This is an optimization exercise on Yosys and OpenROAD, whose aim is small area, a short achievable clock period and few clock cycles per item, not a production implementation. Power and IR drop assume default switching activity.

## onp_calc
module onp_calc(
    input clk,
    input rst,
    input [3:0] in_data,
    input wr_data,
    output [31:0] result,
    output result_ready
    );
==> module onp_calc, before the edit <==
module onp_calc(
    input clk,
    input rst,
    input [3:0] in_data,
    input wr_data,
    output [31:0] result,
    output result_ready
    );
    reg  [23:0] P;
    reg         ps;
    reg  [20:0] S;
    reg         snz;      
    reg         szero;    
    reg         spush;    
    reg  [13:0] M;
    reg         ms;
    reg   [1:0] nic;      
    reg         pmul;     
    reg         rdy;
    reg         init;
    reg t_dig, t_pm, t_sub, t_mul, t_eq, t_lp, t_rp;
    reg x2, x4, x8, xs, y1, y2, yn;
    wire clr = rdy | init;
    wire tv  = t_dig | t_pm | t_mul | t_eq | t_lp | t_rp;
    reg [3:0] fst [0:4];
    wire inh = ~pmul;
    wire [3:0] ftop = fst[0];
    wire f_szero = ftop[3], f_spush = ftop[2], f_inh = ftop[1], f_ms = ftop[0];
    integer i;
    always @(posedge clk)
        if (t_lp) begin
            fst[0] <= {szero, spush, inh, ms};
            for (i = 1; i < 5; i = i + 1) fst[i] <= fst[i-1];
        end else if (t_rp) begin
            for (i = 0; i < 4; i = i + 1) fst[i] <= fst[i+1];
        end
    reg ps_nx, szero_nx;
    always @* begin
        ps_nx = ps;
        if (clr | t_rp | t_eq) ps_nx = 1'b0;
        else if (t_pm) ps_nx = ms ^ t_sub;
        szero_nx = szero;
        if (clr | t_lp) szero_nx = 1'b1;
        else if (t_pm) szero_nx = 1'b0;
        else if (t_rp) szero_nx = f_szero;
    end
    wire [3:0] d = in_data;
    wire w_dig = wr_data & ~(d[3] & (d[2] | d[1]));
    wire w_as  = wr_data & (d == 4'hA || d == 4'hB || d == 4'hD || d == 4'hF);
    always @(posedge clk) begin
        t_dig <= w_dig;
        t_pm  <= wr_data & (d == 4'hA || d == 4'hB);
        t_mul <= wr_data & (d == 4'hC);
        t_eq  <= wr_data & (d == 4'hD);
        t_lp  <= wr_data & (d == 4'hE);
        t_rp  <= wr_data & (d == 4'hF);
        x2 <= w_dig & (d == 4'd2 || d == 4'd3);
        x4 <= w_dig & (d == 4'd4 || d == 4'd5 || d == 4'd6);
        x8 <= w_dig & (d == 4'd7 || d == 4'd8 || d == 4'd9);
        xs <= w_as & ~szero_nx;
        y1 <= (w_dig & (d == 4'd1 || d == 4'd3 || d == 4'd5 || d == 4'd9)) | (w_as & ~ps_nx);
        y2 <= w_dig & (d == 4'd6);
        yn <= (w_dig & (d == 4'd7)) | (w_as & ps_nx);
    end
    always @(posedge clk)
        t_sub <= d[0];
    wire [23:0] X = ({24{x2}} & {P[22:0], 1'b0})
                  | ({24{x4}} & {P[21:0], 2'b0})
                  | ({24{x8}} & {P[20:0], 3'b0})
                  | ({24{xs}} & {{3{S[20]}}, S});
    wire [23:0] Y = ({24{y1}} & P)
                  | ({24{y2}} & {P[22:0], 1'b0})
                  | ({24{yn}} & ~P);
    wire [24:0] sum1 = {X, 1'b1} + {Y, yn};
    wire [23:0] sum = sum1[24:1];
    reg [13:0] s0;
    reg [7:0]  s1;
    reg [7:0]  msave;
    wire push_s = t_pm & szero & snz;
    wire pop_s  = t_rp & ~szero & spush;
    always @(posedge clk) begin
        if (push_s) begin
            s0 <= S[13:0];
            s1 <= s0[7:0];
        end else if (pop_s) begin
            s0 <= {{6{s1[7]}}, s1};
        end
        if (t_lp & ~inh) msave <= M[7:0];
    end
    always @(posedge clk or posedge rst)
        if (rst) begin
            rdy <= 1'b0;
            init <= 1'b1;
        end else begin
            init <= 1'b0;
            rdy <= t_eq;
        end
    always @(posedge clk) begin
        szero <= szero_nx;
        if (clr) begin
            snz <= 1'b0;
            spush <= 1'b0;
            nic <= 2'd0;
            pmul <= 1'b0;
        end else if (tv) begin
            pmul <= t_mul;
            if (t_pm) begin
                snz <= 1'b1;
                if (szero) spush <= snz;
            end
            if (t_lp) begin
                spush <= 1'b0;
                if (~inh) nic <= nic + 2'd1;
            end
            if (t_rp) begin
                if (~szero) snz <= spush;
                spush <= f_spush;
                if (~f_inh) nic <= nic - 2'd1;
            end
        end
    end
    always @(posedge clk) begin
        ps <= ps_nx;
        if (clr) begin
            P <= 24'd1;
            S <= 21'd0;
            M <= 14'd1;
            ms <= 1'b0;
        end else begin
            if (t_dig | t_rp | t_eq) P <= sum;
            if (t_pm) begin
                S <= sum[20:0];
                P <= {{10{M[13]}}, M};
            end
            if (t_lp) begin
                if (~inh) M <= P[13:0];
                ms <= ps;
            end
            if (t_rp) begin
                if (~szero) S <= spush ? {{7{s0[13]}}, s0} : 21'd0;
                ms <= f_ms;
                if (~f_inh) M <= (nic == 2'd1) ? 14'd1 : {{6{msave[7]}}, msave};
            end
        end
    end
    assign result = {{8{P[23]}}, P};
    assign result_ready = rdy;
endmodule
Settings: LEC_CHECK=0, CAP_MARGIN=20, CORE_MARGIN=2, CORE_UTILIZATION=40, CTS_BUF_LIST=sky130_fd_sc_hd__clkbuf_8, SLEW_MARGIN=20; clock period 9.0 ns.
standard.sh (not shown) runs the stock make flow with config.mk's settings and CLKGATE_MAP_FILE= SYNTH_SCRIPT=/design/flow/synth_recipe.tcl, a recipe that flattens the netlist after the stock synthesis.
==> flow/flow/run.sh <==
#!/bin/bash
set -euo pipefail
MARGIN=6.0
bash standard.sh synth > synth.log 2>&1
bash standard.sh SETUP_SLACK_MARGIN=$MARGIN "BUFFER_PORTS_ARGS=-buffer_cell sky130_fd_sc_hd__buf_1" finish > layout.log 2>&1
Then changed:
==> flow/design.v (replaced) <==
module onp_calc(
    input clk,
    input rst,
    input [3:0] in_data,
    input wr_data,
    output [31:0] result,
    output result_ready
    );
    reg  [23:0] P;
    reg         ps;
    reg  [20:0] S;
    reg         szero;    
    reg   [1:0] nzc;      
    reg  [13:0] M;
    reg         ms;
    reg   [1:0] nic;      
    reg         pmul;     
    reg         rdy;
    reg         init;
    reg t_ps, t_pm, t_sub, t_mul, t_eq, t_lp, t_rp;    
    reg x4, x8, xs, y1, y2, yn;
    wire clr = rdy | init;
    reg [2:0] fst [0:4];
    wire inh = ~pmul;
    wire [2:0] ftop = fst[0];
    wire f_szero = ftop[2], f_inh = ftop[1], f_ms = ftop[0];
    integer i;
    always @(posedge clk)
        if (t_lp) begin
            fst[0] <= {szero, inh, ms};
            for (i = 1; i < 5; i = i + 1) fst[i] <= fst[i-1];
        end else if (t_rp) begin
            for (i = 0; i < 4; i = i + 1) fst[i] <= fst[i+1];
        end
    reg ps_nx, szero_nx;
    always @* begin
        ps_nx = ps;
        if (clr | t_rp | t_eq) ps_nx = 1'b0;
        else if (t_pm) ps_nx = ms ^ t_sub;
        szero_nx = szero;
        if (clr | t_lp) szero_nx = 1'b1;
        else if (t_pm) szero_nx = 1'b0;
        else if (t_rp) szero_nx = f_szero;
    end
    wire [3:0] d = in_data;
    wire w_dig = wr_data & ~(d[3] & (d[2] | d[1]));
    wire w_as  = wr_data & (d == 4'hA || d == 4'hB || d == 4'hD || d == 4'hF);
    always @(posedge clk) begin
        t_ps  <= w_dig | (wr_data & (d == 4'hD || d == 4'hF));
        t_pm  <= wr_data & (d == 4'hA || d == 4'hB);
        t_mul <= wr_data & (d == 4'hC);
        t_eq  <= wr_data & (d == 4'hD);
        t_lp  <= wr_data & (d == 4'hE);
        t_rp  <= wr_data & (d == 4'hF);
        x4 <= w_dig & (d == 4'd3 || d == 4'd4 || d == 4'd5 || d == 4'd6);
        x8 <= w_dig & (d == 4'd7 || d == 4'd8 || d == 4'd9);
        xs <= w_as & ~szero_nx;
        y1 <= (w_dig & (d == 4'd1 || d == 4'd5 || d == 4'd9)) | (w_as & ~ps_nx);
        y2 <= w_dig & (d == 4'd2 || d == 4'd6);
        yn <= (w_dig & (d == 4'd3 || d == 4'd7)) | (w_as & ps_nx);
    end
    always @(posedge clk)
        t_sub <= d[0];
    wire [23:0] X = ({24{x4}} & {P[21:0], 2'b0})
                  | ({24{x8}} & {P[20:0], 3'b0})
                  | ({24{xs}} & {{3{S[20]}}, S});
    wire [23:0] Y = ({24{y1}} & P)
                  | ({24{y2}} & {P[22:0], 1'b0})
                  | ({24{yn}} & ~P);
    wire [24:0] sum1 = {X, 1'b1} + {Y, yn};
    wire [23:0] sum = sum1[24:1];
    reg [13:0] s0;
    reg [7:0]  s1;
    reg [7:0]  msave;
    wire held   = (nzc != 2'd0);
    wire push_s = t_pm & szero & held;
    wire pop_s  = t_rp & ~szero & held;
    always @(posedge clk) begin
        if (push_s) begin
            s0 <= S[13:0];
            s1 <= s0[7:0];
        end else if (pop_s) begin
            s0 <= {{6{s1[7]}}, s1};
        end
        if (t_lp & ~inh) msave <= M[7:0];
    end
    always @(posedge clk or posedge rst)
        if (rst) begin
            rdy <= 1'b0;
            init <= 1'b1;
        end else begin
            init <= 1'b0;
            rdy <= t_eq;
        end
    always @(posedge clk) begin
        szero <= szero_nx;
        if (clr) begin
            nzc <= 2'd0;
            nic <= 2'd0;
            pmul <= 1'b0;
        end else begin
            if (t_mul) pmul <= 1'b1;
            else if (t_pm | t_lp) pmul <= 1'b0;
            if (t_lp) begin
                if (~szero) nzc <= nzc + 2'd1;
                if (~inh) nic <= nic + 2'd1;
            end
            if (t_rp) begin
                if (~f_szero) nzc <= nzc - 2'd1;
                if (~f_inh) nic <= nic - 2'd1;
            end
        end
    end
    always @(posedge clk) begin
        ps <= ps_nx;
        if (clr) begin
            P <= 24'd1;
            S <= 21'd0;
            M <= 14'd1;
            ms <= 1'b0;
        end else begin
            if (t_ps) P <= sum;
            if (t_pm) begin
                S <= sum[20:0];
                P <= {{10{M[13]}}, M};
            end
            if (t_lp) begin
                if (~inh) M <= P[13:0];
                ms <= ps;
            end
            if (t_rp) begin
                if (~szero) S <= held ? {{7{s0[13]}}, s0} : 21'd0;
                ms <= f_ms;
                if (~f_inh) M <= (nic == 2'd1) ? 14'd1 : {{6{msave[7]}}, msave};
            end
        end
    end
    assign result = {{8{P[23]}}, P};
    assign result_ready = rdy;
endmodule
Area after synthesis went down by 5.4%. Routed wire length decreases by 0.71%. Cell count shrinks by 4.9%. Power falls by 5.0%. Worst setup slack got worse by 0.029 ns. Clock skew stays flat.
No run of this note included a check of the RTL's function; only the layout flow was run.

static timing again, ports no longer ideal:
In the flow no input, the clock included, has a driving cell. The finished layouts below were timed again as built, in two steps. Step 1: set_driving_cell puts a clkbuf_16 on clk and a buf_2 on each other input, an assumption about the parent block. Step 2 also shifts input and output timing later by t, the mid clock arrival at the registers, as if the neighbouring blocks saw the same clock. a / b / c = ideal / step 1 / step 2; a / b = the first two.
run | t, ns | setup WS [ns] | worst setup path after step 2 | clock arrival spread, ns
the first run | 0.479 | 6.035 / 5.998 / 6.060 | register to register | 0.013 / 0.013
the second run | 0.477 | 6.006 / 6.006 / 6.006 | register to register | 0.013 / 0.013
After both steps every run listed still meets setup and hold.
